Background: an optimization exercise with open tools, aiming at small area. Do not read the settings as production practice.
Function was checked by simulation only, so behaviour that the tests miss may differ from the original.
Power figures rest on the tool's default switching activity, not on a simulated workload.

<file path="design.v">
module fa_cell (
    input   a,
    input   b,
    input   c,
    output  s,
    output  co
);
    assign s  = a ^ b ^ c;
    assign co = (a & b) | (a & c) | (b & c);
endmodule
module pp_cell (
    input   a,
    input   b,
    output  y
);
    assign y = ~(a & b);
endmodule
module xnor_cell (
    input   a,
    input   b,
    output  y
);
    assign y = ~(a ^ b);
endmodule
module processing_element # (
    parameter DATA_WIDTH = 8
)
(
    input       [4*DATA_WIDTH-1 : 0]    i_fmap  ,    
    input       [4*DATA_WIDTH-1 : 0]    i_weight,    
    input                   [3 : 0]     i_en    ,    
    input                   [3 : 0]     i_sh    ,    
    input                               i_clr   ,    
    output      [2*DATA_WIDTH-1 : 0]    o_sum
);
    wire [255:0] pp;
    wire [3:0]   en = i_en & i_sh;
    wire [31:0]  fg = i_fmap & {{8{en[3]}}, {8{en[2]}}, {8{en[1]}}, {8{en[0]}}};
    genvar gr, gi, gj;
    generate for (gr = 0; gr < 4; gr = gr + 1) begin : g_r
        for (gi = 0; gi < 8; gi = gi + 1) begin : g_i
            for (gj = 0; gj < 8; gj = gj + 1) begin : g_j
                pp_cell u_pp (.a(fg[gr*8 + gi]), .b(i_weight[gr*8 + gj]), .y(pp[gr*64 + gi*8 + gj]));
            end
        end
    end endgenerate
    wire t0;
    wire t1;
    fa_cell u2 (.a(pp[0]), .b(pp[64]), .c(pp[128]), .s(t0), .co(t1));
    wire t3;
    wire t4;
    fa_cell u5 (.a(pp[1]), .b(pp[8]), .c(pp[65]), .s(t3), .co(t4));
    wire t6;
    wire t7;
    fa_cell u8 (.a(pp[72]), .b(pp[129]), .c(pp[136]), .s(t6), .co(t7));
    wire t9;
    wire t10;
    fa_cell u11 (.a(t1), .b(t3), .c(t6), .s(t9), .co(t10));
    wire t12;
    xnor_cell u13 (.a(pp[193]), .b(pp[200]), .y(t12));
    wire t14;
    assign t14 = ~(~pp[193] & ~pp[200]);
    wire t15;
    wire t16;
    fa_cell u17 (.a(pp[2]), .b(pp[9]), .c(pp[16]), .s(t15), .co(t16));
    wire t18;
    wire t19;
    fa_cell u20 (.a(pp[66]), .b(pp[73]), .c(pp[80]), .s(t18), .co(t19));
    wire t21;
    wire t22;
    fa_cell u23 (.a(pp[130]), .b(pp[137]), .c(pp[144]), .s(t21), .co(t22));
    wire t24;
    wire t25;
    fa_cell u26 (.a(t4), .b(t7), .c(t15), .s(t24), .co(t25));
    wire t27;
    wire t28;
    fa_cell u29 (.a(t18), .b(t21), .c(pp[194]), .s(t27), .co(t28));
    wire t30;
    wire t31;
    fa_cell u32 (.a(pp[201]), .b(pp[208]), .c(t10), .s(t30), .co(t31));
    wire t33;
    wire t34;
    fa_cell u35 (.a(t14), .b(t24), .c(t27), .s(t33), .co(t34));
    wire t36;
    wire t37;
    fa_cell u38 (.a(pp[3]), .b(pp[10]), .c(pp[17]), .s(t36), .co(t37));
    wire t39;
    wire t40;
    fa_cell u41 (.a(pp[24]), .b(pp[67]), .c(pp[74]), .s(t39), .co(t40));
    wire t42;
    wire t43;
    fa_cell u44 (.a(pp[81]), .b(pp[88]), .c(pp[131]), .s(t42), .co(t43));
    wire t45;
    wire t46;
    fa_cell u47 (.a(pp[138]), .b(pp[145]), .c(pp[152]), .s(t45), .co(t46));
    wire t48;
    wire t49;
    fa_cell u50 (.a(t16), .b(t19), .c(t22), .s(t48), .co(t49));
    wire t51;
    wire t52;
    fa_cell u53 (.a(t36), .b(t39), .c(t42), .s(t51), .co(t52));
    wire t54;
    wire t55;
    fa_cell u56 (.a(t45), .b(pp[195]), .c(pp[202]), .s(t54), .co(t55));
    wire t57;
    wire t58;
    fa_cell u59 (.a(pp[209]), .b(pp[216]), .c(t25), .s(t57), .co(t58));
    wire t60;
    wire t61;
    fa_cell u62 (.a(t48), .b(t28), .c(t51), .s(t60), .co(t61));
    wire t63;
    wire t64;
    fa_cell u65 (.a(t54), .b(t31), .c(t57), .s(t63), .co(t64));
    wire t66;
    xnor_cell u67 (.a(t34), .b(t60), .y(t66));
    wire t68;
    assign t68 = ~(~t34 & ~t60);
    wire t69;
    wire t70;
    fa_cell u71 (.a(pp[4]), .b(pp[11]), .c(pp[18]), .s(t69), .co(t70));
    wire t72;
    wire t73;
    fa_cell u74 (.a(pp[25]), .b(pp[32]), .c(pp[68]), .s(t72), .co(t73));
    wire t75;
    wire t76;
    fa_cell u77 (.a(pp[75]), .b(pp[82]), .c(pp[89]), .s(t75), .co(t76));
    wire t78;
    wire t79;
    fa_cell u80 (.a(pp[96]), .b(pp[132]), .c(pp[139]), .s(t78), .co(t79));
    wire t81;
    wire t82;
    fa_cell u83 (.a(pp[146]), .b(pp[153]), .c(pp[160]), .s(t81), .co(t82));
    wire t84;
    wire t85;
    fa_cell u86 (.a(t37), .b(t40), .c(t43), .s(t84), .co(t85));
    wire t87;
    wire t88;
    fa_cell u89 (.a(t46), .b(t69), .c(t72), .s(t87), .co(t88));
    wire t90;
    wire t91;
    fa_cell u92 (.a(t75), .b(t78), .c(t81), .s(t90), .co(t91));
    wire t93;
    wire t94;
    fa_cell u95 (.a(pp[196]), .b(pp[203]), .c(pp[210]), .s(t93), .co(t94));
    wire t96;
    wire t97;
    fa_cell u98 (.a(pp[217]), .b(pp[224]), .c(t49), .s(t96), .co(t97));
    wire t99;
    wire t100;
    fa_cell u101 (.a(t52), .b(t84), .c(t87), .s(t99), .co(t100));
    wire t102;
    wire t103;
    fa_cell u104 (.a(t90), .b(t55), .c(t93), .s(t102), .co(t103));
    wire t105;
    wire t106;
    fa_cell u107 (.a(t96), .b(t58), .c(t61), .s(t105), .co(t106));
    wire t108;
    wire t109;
    fa_cell u110 (.a(t99), .b(t102), .c(t64), .s(t108), .co(t109));
    wire t111;
    xnor_cell u112 (.a(t68), .b(t105), .y(t111));
    wire t113;
    assign t113 = ~(~t68 & ~t105);
    wire t114;
    wire t115;
    fa_cell u116 (.a(pp[5]), .b(pp[12]), .c(pp[19]), .s(t114), .co(t115));
    wire t117;
    wire t118;
    fa_cell u119 (.a(pp[26]), .b(pp[33]), .c(pp[40]), .s(t117), .co(t118));
    wire t120;
    wire t121;
    fa_cell u122 (.a(pp[69]), .b(pp[76]), .c(pp[83]), .s(t120), .co(t121));
    wire t123;
    wire t124;
    fa_cell u125 (.a(pp[90]), .b(pp[97]), .c(pp[104]), .s(t123), .co(t124));
    wire t126;
    wire t127;
    fa_cell u128 (.a(pp[133]), .b(pp[140]), .c(pp[147]), .s(t126), .co(t127));
    wire t129;
    wire t130;
    fa_cell u131 (.a(pp[154]), .b(pp[161]), .c(pp[168]), .s(t129), .co(t130));
    wire t132;
    wire t133;
    fa_cell u134 (.a(t70), .b(t73), .c(t76), .s(t132), .co(t133));
    wire t135;
    wire t136;
    fa_cell u137 (.a(t79), .b(t82), .c(t114), .s(t135), .co(t136));
    wire t138;
    wire t139;
    fa_cell u140 (.a(t117), .b(t120), .c(t123), .s(t138), .co(t139));
    wire t141;
    wire t142;
    fa_cell u143 (.a(t126), .b(t129), .c(pp[197]), .s(t141), .co(t142));
    wire t144;
    wire t145;
    fa_cell u146 (.a(pp[204]), .b(pp[211]), .c(pp[218]), .s(t144), .co(t145));
    wire t147;
    wire t148;
    fa_cell u149 (.a(pp[225]), .b(pp[232]), .c(t85), .s(t147), .co(t148));
    wire t150;
    wire t151;
    fa_cell u152 (.a(t88), .b(t91), .c(t132), .s(t150), .co(t151));
    wire t153;
    wire t154;
    fa_cell u155 (.a(t135), .b(t138), .c(t94), .s(t153), .co(t154));
    wire t156;
    wire t157;
    fa_cell u158 (.a(t141), .b(t144), .c(t97), .s(t156), .co(t157));
    wire t159;
    wire t160;
    fa_cell u161 (.a(t147), .b(t100), .c(t150), .s(t159), .co(t160));
    wire t162;
    wire t163;
    fa_cell u164 (.a(t153), .b(t103), .c(t156), .s(t162), .co(t163));
    wire t165;
    wire t166;
    fa_cell u167 (.a(t106), .b(t159), .c(t162), .s(t165), .co(t166));
    wire t168;
    xnor_cell u169 (.a(t109), .b(t113), .y(t168));
    wire t170;
    assign t170 = ~(~t109 & ~t113);
    wire t171;
    wire t172;
    fa_cell u173 (.a(pp[6]), .b(pp[13]), .c(pp[20]), .s(t171), .co(t172));
    wire t174;
    wire t175;
    fa_cell u176 (.a(pp[27]), .b(pp[34]), .c(pp[41]), .s(t174), .co(t175));
    wire t177;
    wire t178;
    fa_cell u179 (.a(pp[48]), .b(pp[70]), .c(pp[77]), .s(t177), .co(t178));
    wire t180;
    wire t181;
    fa_cell u182 (.a(pp[84]), .b(pp[91]), .c(pp[98]), .s(t180), .co(t181));
    wire t183;
    wire t184;
    fa_cell u185 (.a(pp[105]), .b(pp[112]), .c(pp[134]), .s(t183), .co(t184));
    wire t186;
    wire t187;
    fa_cell u188 (.a(pp[141]), .b(pp[148]), .c(pp[155]), .s(t186), .co(t187));
    wire t189;
    wire t190;
    fa_cell u191 (.a(pp[162]), .b(pp[169]), .c(pp[176]), .s(t189), .co(t190));
    wire t192;
    wire t193;
    fa_cell u194 (.a(t115), .b(t118), .c(t121), .s(t192), .co(t193));
    wire t195;
    wire t196;
    fa_cell u197 (.a(t124), .b(t127), .c(t130), .s(t195), .co(t196));
    wire t198;
    wire t199;
    fa_cell u200 (.a(t171), .b(t174), .c(t177), .s(t198), .co(t199));
    wire t201;
    wire t202;
    fa_cell u203 (.a(t180), .b(t183), .c(t186), .s(t201), .co(t202));
    wire t204;
    wire t205;
    fa_cell u206 (.a(t189), .b(pp[198]), .c(pp[205]), .s(t204), .co(t205));
    wire t207;
    wire t208;
    fa_cell u209 (.a(pp[212]), .b(pp[219]), .c(pp[226]), .s(t207), .co(t208));
    wire t210;
    wire t211;
    fa_cell u212 (.a(pp[233]), .b(pp[240]), .c(t133), .s(t210), .co(t211));
    wire t213;
    wire t214;
    fa_cell u215 (.a(t136), .b(t139), .c(t192), .s(t213), .co(t214));
    wire t216;
    wire t217;
    fa_cell u218 (.a(t195), .b(t142), .c(t198), .s(t216), .co(t217));
    wire t219;
    wire t220;
    fa_cell u221 (.a(t201), .b(t145), .c(t204), .s(t219), .co(t220));
    wire t222;
    wire t223;
    fa_cell u224 (.a(t207), .b(t148), .c(t210), .s(t222), .co(t223));
    wire t225;
    wire t226;
    fa_cell u227 (.a(t151), .b(t213), .c(t154), .s(t225), .co(t226));
    wire t228;
    wire t229;
    fa_cell u230 (.a(t216), .b(t219), .c(t157), .s(t228), .co(t229));
    wire t231;
    wire t232;
    fa_cell u233 (.a(t222), .b(t160), .c(t225), .s(t231), .co(t232));
    wire t234;
    wire t235;
    fa_cell u236 (.a(t163), .b(t228), .c(t231), .s(t234), .co(t235));
    wire t237;
    xnor_cell u238 (.a(t170), .b(t166), .y(t237));
    wire t239;
    assign t239 = ~(~t170 & ~t166);
    wire t240;
    wire t241;
    fa_cell u242 (.a(pp[7]), .b(pp[14]), .c(pp[21]), .s(t240), .co(t241));
    wire t243;
    wire t244;
    fa_cell u245 (.a(pp[28]), .b(pp[35]), .c(pp[42]), .s(t243), .co(t244));
    wire t246;
    wire t247;
    fa_cell u248 (.a(pp[49]), .b(pp[56]), .c(pp[71]), .s(t246), .co(t247));
    wire t249;
    wire t250;
    fa_cell u251 (.a(pp[78]), .b(pp[85]), .c(pp[92]), .s(t249), .co(t250));
    wire t252;
    wire t253;
    fa_cell u254 (.a(pp[99]), .b(pp[106]), .c(pp[113]), .s(t252), .co(t253));
    wire t255;
    wire t256;
    fa_cell u257 (.a(pp[120]), .b(pp[135]), .c(pp[142]), .s(t255), .co(t256));
    wire t258;
    wire t259;
    fa_cell u260 (.a(pp[149]), .b(pp[156]), .c(pp[163]), .s(t258), .co(t259));
    wire t261;
    wire t262;
    fa_cell u263 (.a(pp[170]), .b(pp[177]), .c(pp[184]), .s(t261), .co(t262));
    wire t264;
    wire t265;
    fa_cell u266 (.a(t172), .b(t175), .c(t178), .s(t264), .co(t265));
    wire t267;
    wire t268;
    fa_cell u269 (.a(t181), .b(t184), .c(t187), .s(t267), .co(t268));
    wire t270;
    wire t271;
    fa_cell u272 (.a(t190), .b(t240), .c(t243), .s(t270), .co(t271));
    wire t273;
    wire t274;
    fa_cell u275 (.a(t246), .b(t249), .c(t252), .s(t273), .co(t274));
    wire t276;
    wire t277;
    fa_cell u278 (.a(t255), .b(t258), .c(t261), .s(t276), .co(t277));
    wire t279;
    wire t280;
    fa_cell u281 (.a(pp[199]), .b(pp[206]), .c(pp[213]), .s(t279), .co(t280));
    wire t282;
    wire t283;
    fa_cell u284 (.a(pp[220]), .b(pp[227]), .c(pp[234]), .s(t282), .co(t283));
    wire t285;
    wire t286;
    fa_cell u287 (.a(pp[241]), .b(pp[248]), .c(t193), .s(t285), .co(t286));
    wire t288;
    wire t289;
    fa_cell u290 (.a(t196), .b(t199), .c(t202), .s(t288), .co(t289));
    wire t291;
    wire t292;
    fa_cell u293 (.a(t264), .b(t267), .c(t270), .s(t291), .co(t292));
    wire t294;
    wire t295;
    fa_cell u296 (.a(t273), .b(t276), .c(t205), .s(t294), .co(t295));
    wire t297;
    wire t298;
    fa_cell u299 (.a(t208), .b(t279), .c(t282), .s(t297), .co(t298));
    wire t300;
    wire t301;
    fa_cell u302 (.a(t211), .b(t285), .c(t214), .s(t300), .co(t301));
    wire t303;
    wire t304;
    fa_cell u305 (.a(t288), .b(t217), .c(t291), .s(t303), .co(t304));
    wire t306;
    wire t307;
    fa_cell u308 (.a(t220), .b(t294), .c(t297), .s(t306), .co(t307));
    wire t309;
    wire t310;
    fa_cell u311 (.a(t223), .b(t300), .c(t226), .s(t309), .co(t310));
    wire t312;
    wire t313;
    fa_cell u314 (.a(t303), .b(t229), .c(t306), .s(t312), .co(t313));
    wire t315;
    wire t316;
    fa_cell u317 (.a(t309), .b(t232), .c(t312), .s(t315), .co(t316));
    wire t318;
    xnor_cell u319 (.a(t235), .b(t239), .y(t318));
    wire t320;
    assign t320 = ~(~t235 & ~t239);
    wire t321;
    wire t322;
    fa_cell u323 (.a(pp[15]), .b(pp[22]), .c(pp[29]), .s(t321), .co(t322));
    wire t324;
    wire t325;
    fa_cell u326 (.a(pp[36]), .b(pp[43]), .c(pp[50]), .s(t324), .co(t325));
    wire t327;
    wire t328;
    fa_cell u329 (.a(pp[57]), .b(pp[79]), .c(pp[86]), .s(t327), .co(t328));
    wire t330;
    wire t331;
    fa_cell u332 (.a(pp[93]), .b(pp[100]), .c(pp[107]), .s(t330), .co(t331));
    wire t333;
    wire t334;
    fa_cell u335 (.a(pp[114]), .b(pp[121]), .c(pp[143]), .s(t333), .co(t334));
    wire t336;
    wire t337;
    fa_cell u338 (.a(pp[150]), .b(pp[157]), .c(pp[164]), .s(t336), .co(t337));
    wire t339;
    wire t340;
    fa_cell u341 (.a(pp[171]), .b(pp[178]), .c(pp[185]), .s(t339), .co(t340));
    wire t342;
    wire t343;
    fa_cell u344 (.a(t241), .b(t244), .c(t247), .s(t342), .co(t343));
    wire t345;
    wire t346;
    fa_cell u347 (.a(t250), .b(t253), .c(t256), .s(t345), .co(t346));
    wire t348;
    wire t349;
    fa_cell u350 (.a(t259), .b(t262), .c(t321), .s(t348), .co(t349));
    wire t351;
    wire t352;
    fa_cell u353 (.a(t324), .b(t327), .c(t330), .s(t351), .co(t352));
    wire t354;
    wire t355;
    fa_cell u356 (.a(t333), .b(t336), .c(t339), .s(t354), .co(t355));
    wire t357;
    wire t358;
    fa_cell u359 (.a(pp[207]), .b(pp[214]), .c(pp[221]), .s(t357), .co(t358));
    wire t360;
    wire t361;
    fa_cell u362 (.a(pp[228]), .b(pp[235]), .c(pp[242]), .s(t360), .co(t361));
    wire t363;
    wire t364;
    fa_cell u365 (.a(pp[249]), .b(t265), .c(t268), .s(t363), .co(t364));
    wire t366;
    wire t367;
    fa_cell u368 (.a(t271), .b(t274), .c(t277), .s(t366), .co(t367));
    wire t369;
    wire t370;
    fa_cell u371 (.a(t342), .b(t345), .c(t348), .s(t369), .co(t370));
    wire t372;
    wire t373;
    fa_cell u374 (.a(t351), .b(t354), .c(t280), .s(t372), .co(t373));
    wire t375;
    wire t376;
    fa_cell u377 (.a(t283), .b(t357), .c(t360), .s(t375), .co(t376));
    wire t378;
    wire t379;
    fa_cell u380 (.a(t286), .b(t363), .c(t289), .s(t378), .co(t379));
    wire t381;
    wire t382;
    fa_cell u383 (.a(t292), .b(t366), .c(t295), .s(t381), .co(t382));
    wire t384;
    wire t385;
    fa_cell u386 (.a(t369), .b(t372), .c(t298), .s(t384), .co(t385));
    wire t387;
    wire t388;
    fa_cell u389 (.a(t375), .b(t301), .c(t378), .s(t387), .co(t388));
    wire t390;
    wire t391;
    fa_cell u392 (.a(t304), .b(t381), .c(t307), .s(t390), .co(t391));
    wire t393;
    wire t394;
    fa_cell u395 (.a(t384), .b(t310), .c(t387), .s(t393), .co(t394));
    wire t396;
    wire t397;
    fa_cell u398 (.a(t313), .b(t390), .c(t393), .s(t396), .co(t397));
    wire t399;
    wire t400;
    fa_cell u401 (.a(t316), .b(t320), .c(t396), .s(t399), .co(t400));
    wire t402;
    wire t403;
    fa_cell u404 (.a(pp[23]), .b(pp[30]), .c(pp[37]), .s(t402), .co(t403));
    wire t405;
    wire t406;
    fa_cell u407 (.a(pp[44]), .b(pp[51]), .c(pp[58]), .s(t405), .co(t406));
    wire t408;
    wire t409;
    fa_cell u410 (.a(pp[87]), .b(pp[94]), .c(pp[101]), .s(t408), .co(t409));
    wire t411;
    wire t412;
    fa_cell u413 (.a(pp[108]), .b(pp[115]), .c(pp[122]), .s(t411), .co(t412));
    wire t414;
    wire t415;
    fa_cell u416 (.a(pp[151]), .b(pp[158]), .c(pp[165]), .s(t414), .co(t415));
    wire t417;
    wire t418;
    fa_cell u419 (.a(pp[172]), .b(pp[179]), .c(pp[186]), .s(t417), .co(t418));
    wire t420;
    wire t421;
    fa_cell u422 (.a(t322), .b(t325), .c(t328), .s(t420), .co(t421));
    wire t423;
    wire t424;
    fa_cell u425 (.a(t331), .b(t334), .c(t337), .s(t423), .co(t424));
    wire t426;
    wire t427;
    fa_cell u428 (.a(t340), .b(t402), .c(t405), .s(t426), .co(t427));
    wire t429;
    wire t430;
    fa_cell u431 (.a(t408), .b(t411), .c(t414), .s(t429), .co(t430));
    wire t432;
    wire t433;
    fa_cell u434 (.a(t417), .b(pp[215]), .c(pp[222]), .s(t432), .co(t433));
    wire t435;
    wire t436;
    fa_cell u437 (.a(pp[229]), .b(pp[236]), .c(pp[243]), .s(t435), .co(t436));
    wire t438;
    wire t439;
    fa_cell u440 (.a(pp[250]), .b(t343), .c(t346), .s(t438), .co(t439));
    wire t441;
    wire t442;
    fa_cell u443 (.a(t349), .b(t352), .c(t355), .s(t441), .co(t442));
    wire t444;
    wire t445;
    fa_cell u446 (.a(t420), .b(t423), .c(t426), .s(t444), .co(t445));
    wire t447;
    wire t448;
    fa_cell u449 (.a(t429), .b(t358), .c(t361), .s(t447), .co(t448));
    wire t450;
    wire t451;
    fa_cell u452 (.a(t432), .b(t435), .c(t364), .s(t450), .co(t451));
    wire t453;
    wire t454;
    fa_cell u455 (.a(t438), .b(t367), .c(t370), .s(t453), .co(t454));
    wire t456;
    wire t457;
    fa_cell u458 (.a(t441), .b(t373), .c(t444), .s(t456), .co(t457));
    wire t459;
    wire t460;
    fa_cell u461 (.a(t447), .b(t376), .c(t450), .s(t459), .co(t460));
    wire t462;
    wire t463;
    fa_cell u464 (.a(t379), .b(t453), .c(t382), .s(t462), .co(t463));
    wire t465;
    wire t466;
    fa_cell u467 (.a(t456), .b(t385), .c(t459), .s(t465), .co(t466));
    wire t468;
    wire t469;
    fa_cell u470 (.a(t388), .b(t462), .c(t391), .s(t468), .co(t469));
    wire t471;
    wire t472;
    fa_cell u473 (.a(t465), .b(t394), .c(t468), .s(t471), .co(t472));
    wire t474;
    wire t475;
    fa_cell u476 (.a(t397), .b(t471), .c(t400), .s(t474), .co(t475));
    wire t477;
    wire t478;
    fa_cell u479 (.a(pp[31]), .b(pp[38]), .c(pp[45]), .s(t477), .co(t478));
    wire t480;
    wire t481;
    fa_cell u482 (.a(pp[52]), .b(pp[59]), .c(pp[95]), .s(t480), .co(t481));
    wire t483;
    wire t484;
    fa_cell u485 (.a(pp[102]), .b(pp[109]), .c(pp[116]), .s(t483), .co(t484));
    wire t486;
    wire t487;
    fa_cell u488 (.a(pp[123]), .b(pp[159]), .c(pp[166]), .s(t486), .co(t487));
    wire t489;
    wire t490;
    fa_cell u491 (.a(pp[173]), .b(pp[180]), .c(pp[187]), .s(t489), .co(t490));
    wire t492;
    wire t493;
    fa_cell u494 (.a(t403), .b(t406), .c(t409), .s(t492), .co(t493));
    wire t495;
    wire t496;
    fa_cell u497 (.a(t412), .b(t415), .c(t418), .s(t495), .co(t496));
    wire t498;
    wire t499;
    fa_cell u500 (.a(t477), .b(t480), .c(t483), .s(t498), .co(t499));
    wire t501;
    wire t502;
    fa_cell u503 (.a(t486), .b(t489), .c(pp[223]), .s(t501), .co(t502));
    wire t504;
    wire t505;
    fa_cell u506 (.a(pp[230]), .b(pp[237]), .c(pp[244]), .s(t504), .co(t505));
    wire t507;
    wire t508;
    fa_cell u509 (.a(pp[251]), .b(t421), .c(t424), .s(t507), .co(t508));
    wire t510;
    wire t511;
    fa_cell u512 (.a(t427), .b(t430), .c(t492), .s(t510), .co(t511));
    wire t513;
    wire t514;
    fa_cell u515 (.a(t495), .b(t498), .c(t433), .s(t513), .co(t514));
    wire t516;
    wire t517;
    fa_cell u518 (.a(t436), .b(t501), .c(t504), .s(t516), .co(t517));
    wire t519;
    wire t520;
    fa_cell u521 (.a(t439), .b(t507), .c(t442), .s(t519), .co(t520));
    wire t522;
    wire t523;
    fa_cell u524 (.a(t445), .b(t510), .c(t448), .s(t522), .co(t523));
    wire t525;
    wire t526;
    fa_cell u527 (.a(t513), .b(t516), .c(t451), .s(t525), .co(t526));
    wire t528;
    wire t529;
    fa_cell u530 (.a(t454), .b(t519), .c(t457), .s(t528), .co(t529));
    wire t531;
    wire t532;
    fa_cell u533 (.a(t522), .b(t460), .c(t525), .s(t531), .co(t532));
    wire t534;
    wire t535;
    fa_cell u536 (.a(t463), .b(t528), .c(t466), .s(t534), .co(t535));
    wire t537;
    wire t538;
    fa_cell u539 (.a(t531), .b(t469), .c(t534), .s(t537), .co(t538));
    wire t540;
    wire t541;
    fa_cell u542 (.a(t472), .b(t537), .c(t475), .s(t540), .co(t541));
    wire t543;
    wire t544;
    fa_cell u545 (.a(pp[39]), .b(pp[46]), .c(pp[53]), .s(t543), .co(t544));
    wire t546;
    wire t547;
    fa_cell u548 (.a(pp[60]), .b(pp[103]), .c(pp[110]), .s(t546), .co(t547));
    wire t549;
    wire t550;
    fa_cell u551 (.a(pp[117]), .b(pp[124]), .c(pp[167]), .s(t549), .co(t550));
    wire t552;
    wire t553;
    fa_cell u554 (.a(pp[174]), .b(pp[181]), .c(pp[188]), .s(t552), .co(t553));
    wire t555;
    wire t556;
    fa_cell u557 (.a(t478), .b(t481), .c(t484), .s(t555), .co(t556));
    wire t558;
    wire t559;
    fa_cell u560 (.a(t487), .b(t490), .c(t543), .s(t558), .co(t559));
    wire t561;
    wire t562;
    fa_cell u563 (.a(t546), .b(t549), .c(t552), .s(t561), .co(t562));
    wire t564;
    wire t565;
    fa_cell u566 (.a(pp[231]), .b(pp[238]), .c(pp[245]), .s(t564), .co(t565));
    wire t567;
    wire t568;
    fa_cell u569 (.a(pp[252]), .b(t493), .c(t496), .s(t567), .co(t568));
    wire t570;
    wire t571;
    fa_cell u572 (.a(t499), .b(t555), .c(t558), .s(t570), .co(t571));
    wire t573;
    wire t574;
    fa_cell u575 (.a(t502), .b(t561), .c(t505), .s(t573), .co(t574));
    wire t576;
    wire t577;
    fa_cell u578 (.a(t564), .b(t508), .c(t567), .s(t576), .co(t577));
    wire t579;
    wire t580;
    fa_cell u581 (.a(t511), .b(t514), .c(t570), .s(t579), .co(t580));
    wire t582;
    wire t583;
    fa_cell u584 (.a(t517), .b(t573), .c(t520), .s(t582), .co(t583));
    wire t585;
    wire t586;
    fa_cell u587 (.a(t576), .b(t523), .c(t579), .s(t585), .co(t586));
    wire t588;
    wire t589;
    fa_cell u590 (.a(t526), .b(t582), .c(t529), .s(t588), .co(t589));
    wire t591;
    wire t592;
    fa_cell u593 (.a(t585), .b(t532), .c(t588), .s(t591), .co(t592));
    wire t594;
    wire t595;
    fa_cell u596 (.a(t535), .b(t591), .c(t538), .s(t594), .co(t595));
    wire t597;
    wire t598;
    fa_cell u599 (.a(pp[47]), .b(pp[54]), .c(pp[61]), .s(t597), .co(t598));
    wire t600;
    wire t601;
    fa_cell u602 (.a(pp[111]), .b(pp[118]), .c(pp[125]), .s(t600), .co(t601));
    wire t603;
    wire t604;
    fa_cell u605 (.a(pp[175]), .b(pp[182]), .c(pp[189]), .s(t603), .co(t604));
    wire t606;
    wire t607;
    fa_cell u608 (.a(t544), .b(t547), .c(t550), .s(t606), .co(t607));
    wire t609;
    wire t610;
    fa_cell u611 (.a(t553), .b(t597), .c(t600), .s(t609), .co(t610));
    wire t612;
    wire t613;
    fa_cell u614 (.a(t603), .b(pp[239]), .c(pp[246]), .s(t612), .co(t613));
    wire t615;
    wire t616;
    fa_cell u617 (.a(pp[253]), .b(t556), .c(t559), .s(t615), .co(t616));
    wire t618;
    wire t619;
    fa_cell u620 (.a(t562), .b(t606), .c(t609), .s(t618), .co(t619));
    wire t621;
    wire t622;
    fa_cell u623 (.a(t565), .b(t612), .c(t568), .s(t621), .co(t622));
    wire t624;
    wire t625;
    fa_cell u626 (.a(t571), .b(t615), .c(t574), .s(t624), .co(t625));
    wire t627;
    wire t628;
    fa_cell u629 (.a(t618), .b(t621), .c(t577), .s(t627), .co(t628));
    wire t630;
    wire t631;
    fa_cell u632 (.a(t580), .b(t624), .c(t583), .s(t630), .co(t631));
    wire t633;
    wire t634;
    fa_cell u635 (.a(t627), .b(t586), .c(t630), .s(t633), .co(t634));
    wire t636;
    wire t637;
    fa_cell u638 (.a(t589), .b(t633), .c(t592), .s(t636), .co(t637));
    wire t639;
    wire t640;
    fa_cell u641 (.a(pp[55]), .b(pp[62]), .c(pp[119]), .s(t639), .co(t640));
    wire t642;
    wire t643;
    fa_cell u644 (.a(pp[126]), .b(pp[183]), .c(pp[190]), .s(t642), .co(t643));
    wire t645;
    wire t646;
    fa_cell u647 (.a(t598), .b(t601), .c(t604), .s(t645), .co(t646));
    wire t648;
    wire t649;
    fa_cell u650 (.a(t639), .b(t642), .c(pp[247]), .s(t648), .co(t649));
    wire t651;
    wire t652;
    fa_cell u653 (.a(pp[254]), .b(t607), .c(t610), .s(t651), .co(t652));
    wire t654;
    wire t655;
    fa_cell u656 (.a(t645), .b(t613), .c(t648), .s(t654), .co(t655));
    wire t657;
    wire t658;
    fa_cell u659 (.a(t616), .b(t651), .c(t619), .s(t657), .co(t658));
    wire t660;
    wire t661;
    fa_cell u662 (.a(t654), .b(t622), .c(t625), .s(t660), .co(t661));
    wire t663;
    wire t664;
    fa_cell u665 (.a(t657), .b(t628), .c(t660), .s(t663), .co(t664));
    wire t666;
    wire t667;
    fa_cell u668 (.a(t631), .b(t663), .c(t634), .s(t666), .co(t667));
    wire t669;
    wire t670;
    fa_cell u671 (.a(pp[63]), .b(pp[127]), .c(pp[191]), .s(t669), .co(t670));
    wire t672;
    wire t673;
    fa_cell u674 (.a(t640), .b(t643), .c(t669), .s(t672), .co(t673));
    wire t675;
    wire t676;
    fa_cell u677 (.a(pp[255]), .b(t646), .c(t672), .s(t675), .co(t676));
    wire t678;
    wire t679;
    fa_cell u680 (.a(t649), .b(t652), .c(t675), .s(t678), .co(t679));
    wire t681;
    wire t682;
    fa_cell u683 (.a(t655), .b(t658), .c(t678), .s(t681), .co(t682));
    wire t684;
    wire t685;
    fa_cell u686 (.a(t661), .b(t681), .c(t664), .s(t684), .co(t685));
    wire t687;
    xnor_cell u688 (.a(t0), .b(pp[192]), .y(t687));
    wire t689;
    assign t689 = ~(~t0 & ~pp[192]);
    wire t690;
    wire t691;
    fa_cell u692 (.a(t12), .b(t689), .c(t9), .s(t690), .co(t691));
    wire t693;
    wire t694;
    fa_cell u695 (.a(t30), .b(t691), .c(t33), .s(t693), .co(t694));
    wire t696;
    wire t697;
    fa_cell u698 (.a(t63), .b(t66), .c(t694), .s(t696), .co(t697));
    wire t699;
    wire t700;
    fa_cell u701 (.a(t111), .b(t108), .c(t697), .s(t699), .co(t700));
    wire t702;
    wire t703;
    fa_cell u704 (.a(t168), .b(t165), .c(t700), .s(t702), .co(t703));
    wire t705;
    wire t706;
    fa_cell u707 (.a(t237), .b(t234), .c(t703), .s(t705), .co(t706));
    wire t708;
    wire t709;
    fa_cell u710 (.a(t315), .b(t318), .c(t706), .s(t708), .co(t709));
    wire t711;
    xnor_cell u712 (.a(t399), .b(t709), .y(t711));
    wire t713;
    assign t713 = ~(~t399 & ~t709);
    wire t714;
    xnor_cell u715 (.a(t474), .b(t713), .y(t714));
    wire t716;
    assign t716 = ~(~t474 & ~t713);
    wire t717;
    xnor_cell u718 (.a(t540), .b(t716), .y(t717));
    wire t719;
    assign t719 = ~(~t540 & ~t716);
    wire t720;
    wire t721;
    fa_cell u722 (.a(t594), .b(t541), .c(t719), .s(t720), .co(t721));
    wire t723;
    xnor_cell u724 (.a(t636), .b(t595), .y(t723));
    wire t725;
    assign t725 = ~(~t636 & ~t595);
    wire t726;
    wire t727;
    fa_cell u728 (.a(t666), .b(t637), .c(t725), .s(t726), .co(t727));
    wire t729;
    wire t730;
    fa_cell u731 (.a(t684), .b(t667), .c(t727), .s(t729), .co(t730));
    wire t732;
    assign t732 = t670 ^ t673;
    wire t733;
    assign t733 = t732 ^ t676;
    wire t734;
    assign t734 = t733 ^ t679;
    wire t735;
    assign t735 = t734 ^ t682;
    wire t736;
    assign t736 = t735 ^ t685;
    wire t737;
    assign t737 = t736 ^ t730;
    wire t738;
    xnor_cell u739 (.a(t636), .b(t595), .y(t738));
    wire t740;
    assign t740 = ~(~t636 | ~t595);
    wire t741;
    wire t742;
    fa_cell u743 (.a(t666), .b(t637), .c(t740), .s(t741), .co(t742));
    wire t744;
    wire t745;
    fa_cell u746 (.a(t684), .b(t667), .c(t742), .s(t744), .co(t745));
    wire t747;
    assign t747 = t670 ^ t673;
    wire t748;
    assign t748 = t747 ^ t676;
    wire t749;
    assign t749 = t748 ^ t679;
    wire t750;
    assign t750 = t749 ^ t682;
    wire t751;
    assign t751 = t750 ^ t685;
    wire t752;
    assign t752 = t751 ^ t745;
    wire t753;
    assign t753 = ~t721 ? t738 : ~t723;
    wire t754;
    assign t754 = ~t721 ? ~t741 : ~t726;
    wire t755;
    assign t755 = ~t721 ? ~t744 : ~t729;
    wire t756;
    assign t756 = ~t721 ? ~t752 : ~t737;
    assign o_sum[0] = ~i_clr & ~t687;
    assign o_sum[1] = ~i_clr & ~t690;
    assign o_sum[2] = ~i_clr & ~t693;
    assign o_sum[3] = ~i_clr & ~t696;
    assign o_sum[4] = ~i_clr & ~t699;
    assign o_sum[5] = ~i_clr & ~t702;
    assign o_sum[6] = ~i_clr & ~t705;
    assign o_sum[7] = ~i_clr & ~t708;
    assign o_sum[8] = ~i_clr & ~t711;
    assign o_sum[9] = ~i_clr & ~t714;
    assign o_sum[10] = ~i_clr & ~t717;
    assign o_sum[11] = ~i_clr & ~t720;
    assign o_sum[12] = ~i_clr & t753;
    assign o_sum[13] = ~i_clr & t754;
    assign o_sum[14] = ~i_clr & t755;
    assign o_sum[15] = ~i_clr & t756;
endmodule
module ws_systolic_array # (
    parameter DATA_WIDTH = 8
)
(
    input                           clk         ,
    input                           rstn        ,
    input                           i_start     ,
    input       [DATA_WIDTH-1 : 0]  i_w_col_1   ,    
    input       [DATA_WIDTH-1 : 0]  i_w_col_2   ,    
    input       [DATA_WIDTH-1 : 0]  i_w_col_3   ,    
    input       [DATA_WIDTH-1 : 0]  i_w_col_4   ,    
    input       [DATA_WIDTH-1 : 0]  i_f_row_1   ,    
    input       [DATA_WIDTH-1 : 0]  i_f_row_2   ,    
    input       [DATA_WIDTH-1 : 0]  i_f_row_3   ,    
    input       [DATA_WIDTH-1 : 0]  i_f_row_4   ,    
    output    [2*DATA_WIDTH-1 : 0]  o_p_col_1   ,    
    output    [2*DATA_WIDTH-1 : 0]  o_p_col_2   ,    
    output    [2*DATA_WIDTH-1 : 0]  o_p_col_3   ,    
    output    [2*DATA_WIDTH-1 : 0]  o_p_col_4        
);
    localparam DW = DATA_WIDTH;
    reg                 r_load;
    reg     [1 : 0]     r_cnt;
    always @ (posedge clk) begin
        if (!rstn) begin
            r_load <= 1'b0;
            r_cnt  <= 2'd0;
        end else if (r_load) begin
            r_cnt  <= r_cnt + 1'b1;
            if (r_cnt == 2'd3) r_load <= 1'b0;
        end else if (i_start) begin
            r_load <= 1'b1;
        end
    end
    wire z = r_load | ~rstn;     
    reg     [2 : 0]     r_clr;
    reg     [5 : 0]     r_shf;
    reg                 r_wok;
    wire    [2 : 0]     clr_nx = {r_clr[1:0], 1'b1} & {3{~z}};
    wire    [5 : 0]     shf_nx = !rstn ? 6'd0 : (r_load ? r_shf : {r_shf[4:0], 1'b1});
    wire                wok_nx = rstn & (r_wok | r_load);
    always @ (posedge clk) begin
        r_clr <= clr_nx;
        r_shf <= shf_nx;
        r_wok <= wok_nx;
    end
    reg     [DW-1 : 0]  r_w [1:4][1:4];      
    wire    [DW-1 : 0]  w_in [1:4];
    assign w_in[1] = i_w_col_1;
    assign w_in[2] = i_w_col_2;
    assign w_in[3] = i_w_col_3;
    assign w_in[4] = i_w_col_4;
    integer r, c;
    always @ (posedge clk) begin
        if (r_load) begin
            for (c = 1; c <= 4; c = c + 1) begin
                r_w[1][c] <= w_in[c];
                for (r = 2; r <= 4; r = r + 1)
                    r_w[r][c] <= r_w[r-1][c];
            end
        end
    end
    reg     [DW-1 : 0]  r_f1 [1:6];
    reg     [DW-1 : 0]  r_f2 [1:5];
    reg     [DW-1 : 0]  r_f3 [1:4];
    reg     [DW-1 : 0]  r_f4 [1:3];
    always @ (posedge clk) begin
        if (!r_load) begin
            r_f1[1] <= i_f_row_1;  r_f1[2] <= r_f1[1];  r_f1[3] <= r_f1[2];
            r_f2[1] <= i_f_row_2;  r_f2[2] <= r_f2[1];  r_f2[3] <= r_f2[2];
            r_f3[1] <= i_f_row_3;  r_f3[2] <= r_f3[1];  r_f3[3] <= r_f3[2];
            r_f4[1] <= i_f_row_4;  r_f4[2] <= r_f4[1];  r_f4[3] <= r_f4[2];
        end
        r_f1[4] <= r_f1[3];  r_f1[5] <= r_f1[4];  r_f1[6] <= r_f1[5];
        r_f2[4] <= r_f2[3];  r_f2[5] <= r_f2[4];
        r_f3[4] <= r_f3[3];
    end
    wire    [3 : 0]     live_nx;                 
    assign live_nx[3] = wok_nx;                  
    assign live_nx[2] = wok_nx & clr_nx[0];      
    assign live_nx[1] = wok_nx & clr_nx[1];      
    assign live_nx[0] = wok_nx & clr_nx[2];      
    wire    [DW-1 : 0]  tap [1:4][1:4];          
    wire  [2*DW-1 : 0]  sum [1:4];
    assign tap[4][1] = i_f_row_4;
    assign tap[4][2] = r_f4[1];
    assign tap[4][3] = r_f4[2];
    assign tap[4][4] = r_f4[3];
    assign tap[3][1] = r_f3[1];
    assign tap[3][2] = r_f3[2];
    assign tap[3][3] = r_f3[3];
    assign tap[3][4] = r_f3[4];
    assign tap[2][1] = r_f2[2];
    assign tap[2][2] = r_f2[3];
    assign tap[2][3] = r_f2[4];
    assign tap[2][4] = r_f2[5];
    assign tap[1][1] = r_f1[3];
    assign tap[1][2] = r_f1[4];
    assign tap[1][3] = r_f1[5];
    assign tap[1][4] = r_f1[6];
    reg     [3 : 0]     r_live;                  
    always @ (posedge clk)
        r_live <= live_nx;
    wire    [3 : 0]     sh [1:4];                
    assign sh[1] = 4'b1111;
    assign sh[2] = {r_shf[0], r_shf[1], r_shf[2], r_shf[3]};
    assign sh[3] = {r_shf[1], r_shf[2], r_shf[3], r_shf[4]};
    assign sh[4] = {r_shf[2], r_shf[3], r_shf[4], r_shf[5]};
    genvar gc;
    generate for (gc = 1; gc <= 4; gc = gc + 1) begin : g_col
        processing_element # (.DATA_WIDTH(DW)) u_mac (
            .i_fmap   ({tap[4][gc], tap[3][gc], tap[2][gc], tap[1][gc]}),
            .i_weight ({r_w[4][gc], r_w[3][gc], r_w[2][gc], r_w[1][gc]}),
            .i_en     (r_live),
            .i_sh     (sh[gc]),
            .i_clr    (z),
            .o_sum    (sum[gc])
        );
    end endgenerate
    reg   [2*DW-1 : 0]  r_p [1:4];
    always @ (posedge clk) begin
        for (c = 1; c <= 4; c = c + 1)
            r_p[c] <= sum[c];
    end
    assign o_p_col_1 = r_p[1];
    assign o_p_col_2 = r_p[2];
    assign o_p_col_3 = r_p[3];
    assign o_p_col_4 = r_p[4];
endmodule
</file>
<file path="flow/run.sh">
#!/bin/bash
# The standard layout (standard.sh, unchanged synthesis), with two changes:
# the port buffers use the smallest buffer cell, and the clock tree is built
# without dummy loads.  make's output goes to standard.log.
set -euo pipefail
cd "$(dirname "$0")/.."
bash standard.sh \
  "BUFFER_PORTS_ARGS=-buffer_cell sky130_fd_sc_hd__buf_1" \
  "CTS_ARGS=-sink_clustering_enable -repair_clock_nets -dont_use_dummy_load -buf_list sky130_fd_sc_hd__clkbuf_4 -sink_clustering_size 9 -sink_clustering_max_diameter 45" \
  finish > standard.log 2>&1
</file>
<file path="standard.sh">
#!/bin/bash
# synth_recipe.tcl (not shown) runs the flow's synth.tcl, then flattens the netlist and writes it again
# the make line also repeats each setting of config.mk as NAME=value (left out here)
make -C /OpenROAD-flow-scripts/flow DESIGN_CONFIG=/design/flow/config.mk WORK_HOME=/design/flow/orfs CLKGATE_MAP_FILE= SYNTH_SCRIPT=/design/flow/synth_recipe.tcl "${@:-finish}"
</file>
<file path="config.mk">
export PLATFORM = sky130hd
export DESIGN_NAME = ws_systolic_array
export DESIGN_NICKNAME = ws_systolic_array
export VERILOG_FILES = /design/flow/design.v
export SDC_FILE = /design/flow/constraint.sdc
export NUM_CORES = 4
export LEC_CHECK = 0
export CAP_MARGIN = 0
export CORE_MARGIN = 2
export CORE_UTILIZATION = 50
export GPL_TIMING_DRIVEN = 0
export SLEW_MARGIN = 0
export SYNTH_HIERARCHICAL = 1
export SYNTH_MINIMUM_KEEP_SIZE = 0
</file>
<file path="constraint.sdc">
create_clock -name core_clock -period 7.5 [get_ports {clk}]
set_input_delay 1.5000 -clock core_clock [delete_from_list [all_inputs] [get_ports {clk}]]
set_output_delay 1.5000 -clock core_clock [all_outputs]
set_load 0.01 [all_outputs]
</file>
==> summary.md, run 1 <==
| Metric | Value |
|---|---|
| Outcome | finished clean |
| Crit path cell chain | buf_4, and3_2, nand2_1, fa_1, fa_1, fa_1, fa_1, fa_1, fa_1, fa_1, fa_1, fa_1, fa_1, or2_2, fa_2, mux2i_1, xnor2_1, xnor2_1, nor2_1 |
| Hold buffers post-CTS | 0 |
| CTS tree | yes |
| Crit-path slowest cell | fa_1 |
| Nets | 3,924 |
| Synth warnings | 19 |
| Placed cells | 3,726 |
| CORE AREA | 68,200 um^2 |
| GR Util met3 | 4.76% |
| Crit path arrival time | 7.96 ns |
| Final worst-path cycle share | 97.0% |
| Gpl congestion | 0.928 |
| Final setup fails | 0 |
| FMAX | 138 MHz |
| Asr flop ratio synth | 0% |
| FF-to-FF End | r_p[4][15] |
| Worst-path clk slew | 0.09 ns |
| Total grt overflow | 0 |
| Yosys top cell by area | fa_1 |
| Crit-path max cell delay | 0.54 ns |
| CP dominant cell by count | fa_1 |
| Hold Slack | 0.345 ns |
| DRC violations left | 0 |
| Power density over cell area | 104 nW/um^2 |
| Pin count of the biggest net entering global routing | 79 |
| Hold Path Class | reg2reg |
| Die W | 266 um |
| Skew-Pair Late Insertion Delay | 0.89 ns |
| Hpwl dp | 73,700 um |
| Overall routed net length | 91,900 um |
| Vias in the first global route | 25,400 |
| Avg Inst Size Synth | 12.8 um^2 |
| DR pass1 iterations | 5 |
| Max-slew violation count | 0 |
| Worst-path maximum fanout | 17 |
| Fin cells | 3,798 |
| Lkg Pwr | 6.94 nW |
| Layout area overhead | 7.33% |
| Post-synth top area share | 54.8% |
| Post-synthesis sequential area ratio | 27.0% |
| Setup slack, reg-to-reg | 0.23 ns |
| Vias per cell | 5.74 |
| Via count | 21,800 |
| Die area | 70,800 um^2 |
| VDD IR max | 0.000148 V |
| Worst R2R Start | r_live[2] |
| Routing usage on met1 | 35.7% |
| Post-Place Cell Area | 36,100 um^2 |
| Tmin final | 7.27 ns |
| Worst Reg-to-Reg Cells | 19 |
| I/O pin count | 131 |
| Worst Hold End | r_f2[4][1] |
| Met2 global-route usage | 45.5% |
| Initial antenna violation count | 3 |
| Synthesized area | 34,300 um^2 |
| GRT Max-Usage Layer | met2 |
| Clk Tree Root Cell | clkbuf_4 |
| Gr usage total | 27.3% |
| WL/cell | 24.2 um |
| Fin area | 36,800 um^2 |
| Synth Register Bits | 351 |
| CTS H-Tree Depth | 3 |
| Dominant register cell in the synthesized netlist | edfxtp_1 |
| Top post-synthesis cells by area | fa_1 55%, edfxtp_1 20%, nand2_1 11% |
| Setup WS post-layout | 0.229 ns |
| CP Data Required Time | 8.19 ns |
| Row cnt | 96 |
| Clock sink total | 351 |
| Startpoint Class | register |
| Worst Tran Pin Value | 0.724 ns |
| Unique masters post-synth | 24 |
| Initial Util | 50.3% |
| Final Hold Violating Endpoints | 0 |
| First-pass GRT wire length | 144,000 um |
| DRT iter0 DRCs | 1,865 |
| Clock tree buffer depth | 3 |
| Post-Syn Instances | 2,680 |
| Post-synth EDFFs | 224 |
| Hold Path Origin | r_f2[3][1] |
| Total power | 3.84 mW |
| Critical Path Sink Type | register |
| Worst hold path cell count | 0 |
| CTS Buf Count | 67 |
| DRT antenna net count | 0 |
| DP Worst Slack | -0.449 ns |
| Clock Skew | 0.117 ns |
| I/O Buffers | 130 |
| Max Cap Violations | 0 |
| Rel. slew slack | 51.8% |
| Share of cells above drive strength 1 | 6.62% |
| Die Y | 266 um |
| Critical path type | reg2reg |
| RSZ-0062 raised after global routing | true |
==> area by class of cell <==
class,instances,area [um^2]
well taps,882,1100
diodes,2,5.00
inverters,2,10.0
flip-flops and latches,351,9290
clock buffers,67,503
repair buffers,136,597
plain buffers,10,45.0
multi-input cells,2348,25300
fillers,5837,31400
==> cells by family after synthesis <==
logic type                 after synthesis  synth area share (%)
buffers and inverters                   12                 0.153
and+or+nand+nor                       1277                  15.5
adders and majority gates              941                  54.9
muxes                                   10                 0.292
DFF                                    351                  27.0
other                                    1                0.0109
xor gates and xnor gates                73                  1.86
AOI/OAI and AO/OA                       15                 0.335
==> worst max-delay path, delay by kind of cell, from the launching register on <==
kind	cells	cell delay, ns
and+or+nand+nor	4	0.84
DFF	1	0.49
muxes	1	0.20
buffers and inverters	1	0.25
adders and majority gates	11	5.01
xor gates and xnor gates	2	0.30
==> worst max-delay path by stage <==
stage	slack (ns)	start	endpoint
2_1_floorplan	0.47	i_f_row_4[0]	r_p[1][15]
3_3_place_gp	-0.38	r_live[0]	r_p[1][15]
3_5_place_dp	-0.45	r_live[0]	r_p[1][15]
4_1_cts	0.004	r_shf[3]	r_p[3][15]
5_1_grt	-0.03	r_live[2]	r_p[4][15]
6_report	0.23	r_live[2]	r_p[4][15]
==> sequential cells by signal, indices dropped and copies added, names as in the netlist <==
register	flops
r_clr	2
r_cnt	2
r_f1	48
r_f2	40
r_f3	32
r_f4	24
r_live	4
r_load	1
r_p	64
r_shf	6
r_w	128
==> metal layers <==
metal	wire length, um	share of wire (%)	vias to the layer above
li1	-	-	8904
met1	35500	39	11700
met2	45700	50	994
met3	6300	6.9	257
met4	4350	4.7	0
met5	0	0	-
==> modules after synthesis, one instance, submodules excluded, a selection <==
module / cell area, um^2 / times used / flip-flops and latches
ws_systolic_array: 9480 / 1 / 351
fa_cell: 20.0 / 940 / 0
xnor_cell: 8.76 / 48 / 0
pp_cell: 3.75 / 1024 / 0
==> placed cells by master, fill, tap and decap left out, types with 15 or more instances in the layout <==
master / count
clkbuf_4: 67
xnor2_1: 68
and3_2: 51
buf_1: 130
or2_2: 24
edfxtp_1: 224
dfxtp_1: 118
and3_4: 18
nor2_1: 56
conb_1: 32
fa_1: 936
nand2_1: 1025
nor2b_1: 15
and3_1: 61
==> cells in the mapped netlist, types with 5 or more instances <==
cell type	n
a211oi_1	12
and2_1	7
and3_1	130
clkbuf_1	9
dfxtp_1	127
edfxtp_1	224
fa_1	940
mux2i_1	10
nand2_1	1025
nor2_1	56
nor2b_1	15
or2_2	24
or3_1	8
xnor2_1	68
xor2_1	5
==> report_power, final <==
| group | switching, mW | total (mW) | internal [mW] |
|---|---|---|---|
| Combinational | 0.200 | 0.336 | 0.136 |
| Clock | 0.711 | 1.12 | 0.406 |
| Sequential | 0.186 | 2.39 | 2.20 |
==> through the flow <==
step / setup TNS (ns) / util (%)
global route: -0.0498 / 54.0
finish: 0 / 54.0
floorplan: 0 / -
global placement: -31.49 / 52.8
detailed placement: -2.42 / 53.0
CTS: 0 / 53.8
==> timing repair <==
item,4_1_cts,5_1_grt
buffers inserted,0,3
endpoints found under the setup margin,13,4
resized for setup,36,67
gates cloned,0,0
==> inputs of run 2 (changes only) <==
--- a/design.v
+++ b/design.v
@@ -23,7 +23,8 @@
     assign y = ~(a ^ b);
 endmodule
 module processing_element # (
-    parameter DATA_WIDTH = 8
+    parameter DATA_WIDTH = 8,
+    parameter USE_SH     = 1         
 )
 (
     input       [4*DATA_WIDTH-1 : 0]    i_fmap  ,    
@@ -34,7 +35,7 @@
     output      [2*DATA_WIDTH-1 : 0]    o_sum
 );
     wire [255:0] pp;
-    wire [3:0]   en = i_en & i_sh;
+    wire [3:0]   en = USE_SH ? (i_en & i_sh) : i_en;
     wire [31:0]  fg = i_fmap & {{8{en[3]}}, {8{en[2]}}, {8{en[1]}}, {8{en[0]}}};
     genvar gr, gi, gj;
     generate for (gr = 0; gr < 4; gr = gr + 1) begin : g_r
@@ -950,13 +951,13 @@
     always @ (posedge clk)
         r_live <= live_nx;
     wire    [3 : 0]     sh [1:4];                
-    assign sh[1] = 4'b1111;
+    assign sh[1] = 4'b1111;                  
     assign sh[2] = {r_shf[0], r_shf[1], r_shf[2], r_shf[3]};
     assign sh[3] = {r_shf[1], r_shf[2], r_shf[3], r_shf[4]};
     assign sh[4] = {r_shf[2], r_shf[3], r_shf[4], r_shf[5]};
     genvar gc;
     generate for (gc = 1; gc <= 4; gc = gc + 1) begin : g_col
-        processing_element # (.DATA_WIDTH(DW)) u_mac (
+        processing_element # (.DATA_WIDTH(DW), .USE_SH(gc > 1)) u_mac (
             .i_fmap   ({tap[4][gc], tap[3][gc], tap[2][gc], tap[1][gc]}),
             .i_weight ({r_w[4][gc], r_w[3][gc], r_w[2][gc], r_w[1][gc]}),
             .i_en     (r_live),
--- a/config.mk
+++ b/config.mk
@@ -7,8 +7,9 @@
 export LEC_CHECK = 0
 export CAP_MARGIN = 0
 export CORE_MARGIN = 2
-export CORE_UTILIZATION = 50
+export CORE_UTILIZATION = 55
 export GPL_TIMING_DRIVEN = 0
+export SETUP_SLACK_MARGIN = -0.25
 export SLEW_MARGIN = 0
 export SYNTH_HIERARCHICAL = 1
 export SYNTH_MINIMUM_KEEP_SIZE = 0
==> summary.md, run 2 <==
| Metric | Value |
|---|---|
| FMAX | 133 MHz |
| Crit path arrival time | 8.31 ns |
| Skew-Pair Late Insertion Delay | 0.89 ns |
| I/O Buffers | 130 |
| Max Cap Violations | 0 |
| CTS Buf Count | 60 |
| Rel. slew slack | 23.6% |
| Vias in the first global route | 24,900 |
| Die W | 254 um |
| Pin count of the biggest net entering global routing | 78 |
| Clock sink total | 351 |
| Max FFs per register | 128 |
| Critical path type | reg2reg |
| Setup slack, reg-to-reg | -0.03 ns |
| Clock tree buffer depth | 3 |
| I/O pin count | 131 |
| Commonest non-fill, non-tap cell in the layout | nand2_1 |
| Fin cells | 3,713 |
| Failed Checks | setup timing |
| CTS H-Tree Depth | 2 |
| Initial Util | 55.6% |
| Tmin final | 7.53 ns |
| Via count | 21,600 |
| Final worst-path cycle share | 100% |
| Post-Syn Instances | 2,680 |
| GR Util met3 | 4.66% |
| Share of cells above drive strength 1 | 4.42% |
| Die area | 64,400 um^2 |
| Clock Skew | 0.104 ns |
| Final Hold Violating Endpoints | 0 |
| Hpwl dp | 72,300 um |
| Post-Place Cell Area | 36,000 um^2 |
| Biggest regs | r_w x128, r_p x64, r_f1 x48 |
| Final setup fails | 1 |
| Hold Path Class | reg2reg |
| Clk Tree Root Cell | clkbuf_4 |
| Commonest cells after routing, fill and taps aside | 1,024 x nand2_1, 940 x fa_1, 224 x edfxtp_1 |
| Nets | 3,883 |
| DR pass1 iterations | 7 |
| VDD IR max | 0.000148 V |
| Power density over cell area | 109 nW/um^2 |
| CP Data Required Time | 8.27 ns |
| Layout area overhead | 6.16% |
| Worst Tran Pin Value | 1.14 ns |
| Total grt overflow | 0 |
| Met2 global-route usage | 47.8% |
| Routing usage on met1 | 40.4% |
| Setup WS post-layout | -0.0345 ns |
| CTS tree | yes |
| Startpoint Class | register |
| Row cnt | 91 |
| Lkg Pwr | 6.82 nW |
| Max-slew violation count | 0 |
| Avg Inst Size Synth | 12.8 um^2 |
| Setup TNS | -0.0345 ns |
| Synthesized area | 34,300 um^2 |
| CORE AREA | 61,700 um^2 |
| Outcome | complete, but fails checks |
| Gpl congestion | 0.924 |
| Gr usage total | 29.6% |
| WL/cell | 24.0 um |
| Initial antenna violation count | 3 |
| Worst-path clk slew | 0.09 ns |
| DRT iter0 DRCs | 1,651 |
| Worst-path maximum fanout | 26 |
| Critical Path Sink Type | register |
| Vias per cell | 5.82 |
| Largest reg by FF count | r_w |
| GRT Max-Usage Layer | met2 |
| Placed cells | 3,650 |
| DRC violations left | 0 |
| First-pass GRT wire length | 141,000 um |
| DRT antenna net count | 0 |
| Die Y | 254 um |
| Filler cells | 5,143 |
| Setup Fix Bufs, Post-CTS | 0 |
| Synth warnings | 19 |
| Fin area | 36,500 um^2 |
| Overall routed net length | 89,100 um |
==> run 2: final timing paths <==
check / start / endpoint / cells after the start
worst max-delay path: r_shf[2] / r_p[3][15] / 18
worst min-delay path: r_f1[5][1] / r_f1[6][1] / 0
worst max register to register: r_shf[2] / r_p[3][15] / 18
worst min register to register: r_f1[5][1] / r_f1[6][1] / 0
==> run 2: layout make-up <==
class	count	area (um^2)	share of cell area (%)
multi-input combinational	2317	25000	68.7
antenna	3	7.51	0.0206
timing repair buffer	133	571	1.57
sequential	351	9290	25.5
clock buffer	60	450	1.24
inverter	2	10.0	0.0275
buffer	10	45.0	0.124
tap	837	1050	2.87
==> run 2: metal layers <==
layer	part of all wire, %	vias to the layer above
li1	-	8834
met1	40	11600
met2	49	925
met3	7.1	217
met4	4.6	2
met5	0.015	-
==> run 2: per-stage QoR <==
stage / hold slack [ns] / worst slack (ns) / total power [mW] / utilization, %
2_1_floorplan: 0.324 / 0.511 / 2.74 / -
3_3_place_gp: 0.337 / -0.434 / 2.97 / 58.1
3_5_place_dp: 0.335 / -0.512 / 2.98 / 58.3
4_1_cts: 0.307 / -0.183 / 4.04 / 59.0
5_1_grt: 0.287 / -0.242 / 4.18 / 59.1
6_report: 0.306 / -0.0345 / 3.98 / 59.1
==> run 2: report_power, final <==
part,switching [mW],total [mW],internal (mW)
Clock,0.684,1.04,0.361
Combinational,0.285,0.490,0.205
Sequential,0.202,2.44,2.24
==> run 2: worst max-delay path: stages (launching register included) <==
cell	delay, ns
dfxtp_2	0.62
and3_1	0.61
nand2_1	0.14
fa_1	0.43
fa_1	0.43
fa_1	0.49
fa_1	0.49
fa_1	0.49
fa_1	0.55
fa_1	0.42
fa_1	0.39
fa_1	0.42
fa_1	0.47
or2_2	0.32
fa_1	0.51
mux2i_1	0.27
xnor2_1	0.17
xnor2_1	0.13
nor2_1	0.05
==> run 2: repair_timing <==
| item | in CTS | in global routing |
|---|---|---|
| resized for setup | 5 | 19 |
| hold buffers | 0 | 0 |
| setup endpoints to repair | 4 | 4 |
==> inputs of run 3 (changes only) <==
--- a/config.mk
+++ b/config.mk
@@ -9,7 +9,6 @@
 export CORE_MARGIN = 2
 export CORE_UTILIZATION = 55
 export GPL_TIMING_DRIVEN = 0
-export SETUP_SLACK_MARGIN = -0.25
 export SLEW_MARGIN = 0
 export SYNTH_HIERARCHICAL = 1
 export SYNTH_MINIMUM_KEEP_SIZE = 0
==> summary.md, run 3 <==
| Metric | Value |
|---|---|
| Skew-Pair Late Insertion Delay | 0.89 ns |
| CTS tree | yes |
| Hold Path Class | reg2reg |
| Tmin final | 7.26 ns |
| Hpwl dp | 72,300 um |
| Max FFs per register | 128 |
| DRT iter0 DRCs | 1,690 |
| Layout area overhead | 6.72% |
| RSZ-0062 raised after global routing | false |
| CP Data Required Time | 8.27 ns |
| Initial antenna violation count | 3 |
| Commonest non-fill, non-tap cell in the layout | nand2_1 |
| CORE AREA | 61,700 um^2 |
| Via count | 21,700 |
| VDD IR max | 0.000148 V |
| Final setup fails | 0 |
| Final worst-path cycle share | 96.7% |
| Power density over cell area | 109 nW/um^2 |
| Max-slew violation count | 0 |
| Critical path type | reg2reg |
| Clock tree buffer depth | 3 |
| Crit path arrival time | 8.02 ns |
| First-pass GRT wire length | 141,000 um |
| Share of cells above drive strength 1 | 6.78% |
| Fin cells | 3,716 |
| Startpoint Class | register |
| Lkg Pwr | 6.81 nW |
| Outcome | finished clean |
| CTS H-Tree Depth | 2 |
| Worst-path maximum fanout | 17 |
| Vias per cell | 5.83 |
| Post-Syn Instances | 2,680 |
| Initial Util | 55.6% |
| Overall routed net length | 89,400 um |
| Avg Inst Size Synth | 12.8 um^2 |
| Hold buffers post-CTS | 0 |
| DRC violations left | 0 |
| Clock Skew | 0.0961 ns |
| Row cnt | 91 |
| Synth warnings | 19 |
| Synthesized area | 34,300 um^2 |
| Vias in the first global route | 24,900 |
| Gr usage total | 29.6% |
| Clock sink total | 351 |
| Multi-input gate area | 25,200 um^2 |
| Die area | 64,400 um^2 |
| Gpl congestion | 0.924 |
| Die W | 254 um |
| DR pass1 iterations | 6 |
| Register area | 9300 um^2 |
| Rel. slew slack | 48.9% |
| Final Hold Violating Endpoints | 0 |
| Critical Path Sink Type | register |
| Clk Tree Root Cell | clkbuf_4 |
| Die Y | 254 um |
| Total grt overflow | 0 |
| WL/cell | 24.1 um |
| I/O pin count | 131 |
| Nets | 3,886 |
| Placed cells | 3,650 |
| Commonest cells after routing, fill and taps aside | 1,024 x nand2_1, 935 x fa_1, 224 x edfxtp_1 |
| Worst-path clk slew | 0.09 ns |
| FMAX | 138 MHz |
| Pin count of the biggest net entering global routing | 78 |
| Worst Tran Pin Value | 0.765 ns |
| Fin area | 36,600 um^2 |
| Max Cap Violations | 0 |
| Largest reg by FF count | r_w |
| Post-Place Cell Area | 36,000 um^2 |
| Biggest regs | r_w x128, r_p x64, r_f1 x48 |
| DRT antenna net count | 0 |
| Filler cells | 5,126 |
| I/O Buffers | 130 |
| CTS Buf Count | 60 |
run 3: final timing paths:
path                      to  slack, ns        from  cells after the start
hold / removal    r_f1[6][1]       0.31  r_f1[5][1]                      0
setup / recovery  r_p[3][15]       0.24   r_live[1]                     19
setup reg to reg  r_p[3][15]       0.24   r_live[1]                     19
hold reg to reg   r_f1[6][1]       0.31  r_f1[5][1]                      0
run 3: critical path, stage by stage (launching register included):
cell and delay (ns):
dfxtp_4 0.50, buf_6 0.21, and3_2 0.35, nand2_1 0.12
fa_1 0.54, fa_1 0.44, fa_1 0.46, fa_1 0.49
fa_1 0.48, fa_1 0.54, fa_1 0.42, fa_1 0.39
fa_1 0.42, fa_1 0.47, or2_2 0.32, fa_2 0.43
mux2i_2 0.25, xnor2_1 0.16, xnor2_1 0.13, nor2_1 0.05
run 3: final cells by class:
class	instances	area share, %
Inverter	2	0.0273
Tap cell	837	2.86
Clock buffer	60	1.23
Multi-Input combinational cell	2317	68.7
Timing Repair Buffer	136	1.65
Buffer	10	0.123
Sequential cell	351	25.4
Antenna cell	3	0.0205
run 3: timing repair:
action / 4_1_cts / 5_1_grt
endpoints found under the setup margin: 16 / 4
gates resized for setup: 22 / 86
setup buffers: 0 / 3
run 3: power breakdown:
group	internal (mW)	switching, mW
sequential	2.24	0.203
combinational	0.207	0.287
clock	0.361	0.684
total	2.81	1.17
run 3: routing by layer:
layer	vias to the layer above	routed length, um	global-route usage, %
met1	11600	35200	40.4
met3	218	6600	4.66
met5	-	13	0
met2	1005	43400	47.8
li1	8850	-	-
met4	2	4150	12.8
run 3: stage by stage:
stage	total power, mW	util (%)	setup slack, ns	hold slack (ns)	setup TNS [ns]
6_report	3.98	59.4	0.245	0.313	0
2_1_floorplan	2.74	-	0.511	0.324	0
3_5_place_dp	2.98	58.3	-0.512	0.335	-2.12
4_1_cts	4.04	59.1	0.0201	0.307	0
3_3_place_gp	2.97	58.1	-0.434	0.337	-43.25
5_1_grt	4.18	59.4	0.00863	0.287	0
==> inputs of run 4 (changes only) <==
--- a/config.mk
+++ b/config.mk
@@ -9,6 +9,7 @@
 export CORE_MARGIN = 2
 export CORE_UTILIZATION = 55
 export GPL_TIMING_DRIVEN = 0
+export SETUP_SLACK_MARGIN = -0.1
 export SLEW_MARGIN = 0
 export SYNTH_HIERARCHICAL = 1
 export SYNTH_MINIMUM_KEEP_SIZE = 0
==> summary.md, run 4 <==
| Metric | Value |
|---|---|
| Pin count of the biggest net entering global routing | 78 |
| Startpoint Class | register |
| Final setup fails | 0 |
| Total grt overflow | 0 |
| Initial Util | 55.6% |
| Die W | 254 um |
| CORE AREA | 61,700 um^2 |
| First-pass GRT wire length | 141,000 um |
| Largest reg by FF count | r_w |
| Outcome | finished clean |
| Initial antenna violation count | 3 |
| DRC violations left | 0 |
| Tmin final | 7.32 ns |
| Gr usage total | 29.6% |
| Post-Syn Instances | 2,680 |
| Clock Skew | 0.103 ns |
| Overall routed net length | 89,000 um |
| Rel. slew slack | 45.9% |
| DRT antenna net count | 0 |
| Hpwl dp | 72,300 um |
| Post-Place Cell Area | 36,000 um^2 |
| Nets | 3,883 |
| Gpl congestion | 0.924 |
| I/O Buffers | 130 |
| Commonest non-fill, non-tap cell in the layout | nand2_1 |
| Worst-path maximum fanout | 32 |
| Critical path type | reg2reg |
| I/O pin count | 131 |
| Biggest regs | r_w x128, r_p x64, r_f1 x48 |
| Final Hold Violating Endpoints | 0 |
| Synth warnings | 19 |
| CP Data Required Time | 8.27 ns |
| Max FFs per register | 128 |
| Die Y | 254 um |
| Hold buffers post-CTS | 0 |
| Clk Tree Root Cell | clkbuf_4 |
| Lkg Pwr | 6.80 nW |
| Share of cells above drive strength 1 | 5.64% |
| CTS Buf Count | 60 |
| Skew-Pair Late Insertion Delay | 0.89 ns |
| VDD IR max | 0.000148 V |
| Die area | 64,400 um^2 |
| CTS tree | yes |
| Fin area | 36,500 um^2 |
| DRT iter0 DRCs | 1,639 |
| Crit path arrival time | 8.08 ns |
| Worst-path clk slew | 0.09 ns |
| Synthesized area | 34,300 um^2 |
| RSZ-0062 raised after global routing | true |
| Max Cap Violations | 0 |
| Clock sink total | 351 |
| Vias in the first global route | 24,900 |
| Via count | 21,600 |
| DR pass1 iterations | 6 |
| Max-slew violation count | 0 |
| Critical Path Sink Type | register |
| Clock tree buffer depth | 3 |
| Layout area overhead | 6.31% |
| Row cnt | 91 |
| CTS H-Tree Depth | 2 |
| Hold Path Class | reg2reg |
| Total power | 3.98 mW |
| Worst Tran Pin Value | 0.810 ns |
| Vias per cell | 5.81 |
| CTS resizes | 10 |
| Setup slack, reg-to-reg | 0.18 ns |
| Commonest cells after routing, fill and taps aside | 1,024 x nand2_1, 940 x fa_1, 224 x edfxtp_1 |
| WL/cell | 24.0 um |
| Final worst-path cycle share | 97.6% |
| Power density over cell area | 109 nW/um^2 |
| Avg Inst Size Synth | 12.8 um^2 |
| FMAX | 137 MHz |
| Setup Fix Bufs, Post-CTS | 0 |
run 4: layout make-up:
class,count,area [um^2]
fillers,5145,25200
flip-flops and latches,351,9300
plain buffers,10,45.0
diodes,2,5.00
clock buffers,60,450
inverters,2,10.0
repair buffers,133,571
multi-input cells,2317,25100
well taps,837,1050
run 4: where the power goes:
group          internal [mW]  switching (mW)  total [mW]
sequential              2.24           0.203        2.44
clock                  0.361           0.684        1.04
combinational          0.205           0.285       0.490
run 4: layer usage:
metal / vias to the layer above / routed length, um / track usage, %
met5: - / 13 / 0
met4: 2 / 4250 / 12.8
met3: 215 / 6630 / 4.66
met2: 1006 / 43300 / 47.8
met1: 11500 / 34900 / 40.4
li1: 8833 / - / -
run 4: worst paths after layout:
path | start | end | cells past startpoint
hold reg to reg | r_f1[5][1] | r_f1[6][1] | 0
setup / recovery | r_live[1] | r_p[3][15] | 18
setup reg to reg | r_live[1] | r_p[3][15] | 18
hold / removal | r_f1[5][1] | r_f1[6][1] | 0
run 4: per-stage QoR:
stage               util, %  TNS (ns)  std cells  worst slack (ns)  hold WS [ns]
finish                 59.2         0       3712             0.183         0.306
global route           59.2    -0.349       3712            -0.105         0.287
CTS                    59.0    -0.178       3710           -0.0997         0.307
detailed placement     58.3     -2.12       3650            -0.512         0.335
global placement       58.1    -43.25       3647            -0.434         0.337
floorplan                 -         0       2680             0.511         0.324
run 4: critical path, stage by stage, from the launching register on:
cell     delay (ns)
dfxtp_4        0.55
and3_1         0.48
nand2_1        0.14
fa_1           0.50
fa_1           0.47
fa_1           0.48
fa_1           0.54
fa_1           0.44
fa_1           0.51
fa_1           0.42
fa_1           0.40
fa_1           0.42
fa_1           0.47
or2_2          0.32
fa_1           0.51
mux2i_1        0.27
xnor2_1        0.17
xnor2_1        0.13
nor2_1         0.05

[what the ideal ports hide]
Ports are ideal in the flow. The routed layouts listed here were re-timed in OpenROAD.
Step 1 sets driving cells, clkbuf_16 on the clock port and buf_2 on the other inputs (assumed; they add their load-dependent delay and slew).
Step 2 also shifts input and output timing later by t, the mid clock arrival at the registers, as if the neighbouring blocks saw the same clock.
a / b / c = ideal / step 1 / step 2; a / b = the first two.
| run | shift t [ns] | slack for setup (ns) | latest minus earliest clock arrival (ns) |
|---|---|---|---|
| run 1 | 0.882 | 0.229 / 0.229 / -0.278 | 0.141 / 0.140 |
| run 2 | 0.901 | -0.035 / -0.035 / -0.194 | 0.115 / 0.115 |
| run 3 | 0.901 | 0.245 / 0.245 / -0.080 | 0.107 / 0.106 |
| run 4 | 0.898 | 0.183 / 0.183 / -0.193 | 0.115 / 0.114 |
Met with ideal ports but missed after step 2: setup timing in run 1, run 3 and run 4. The setup slack of run 1, which loses most, moves by 0.000 ns with the drivers and by -0.507 ns with both steps.
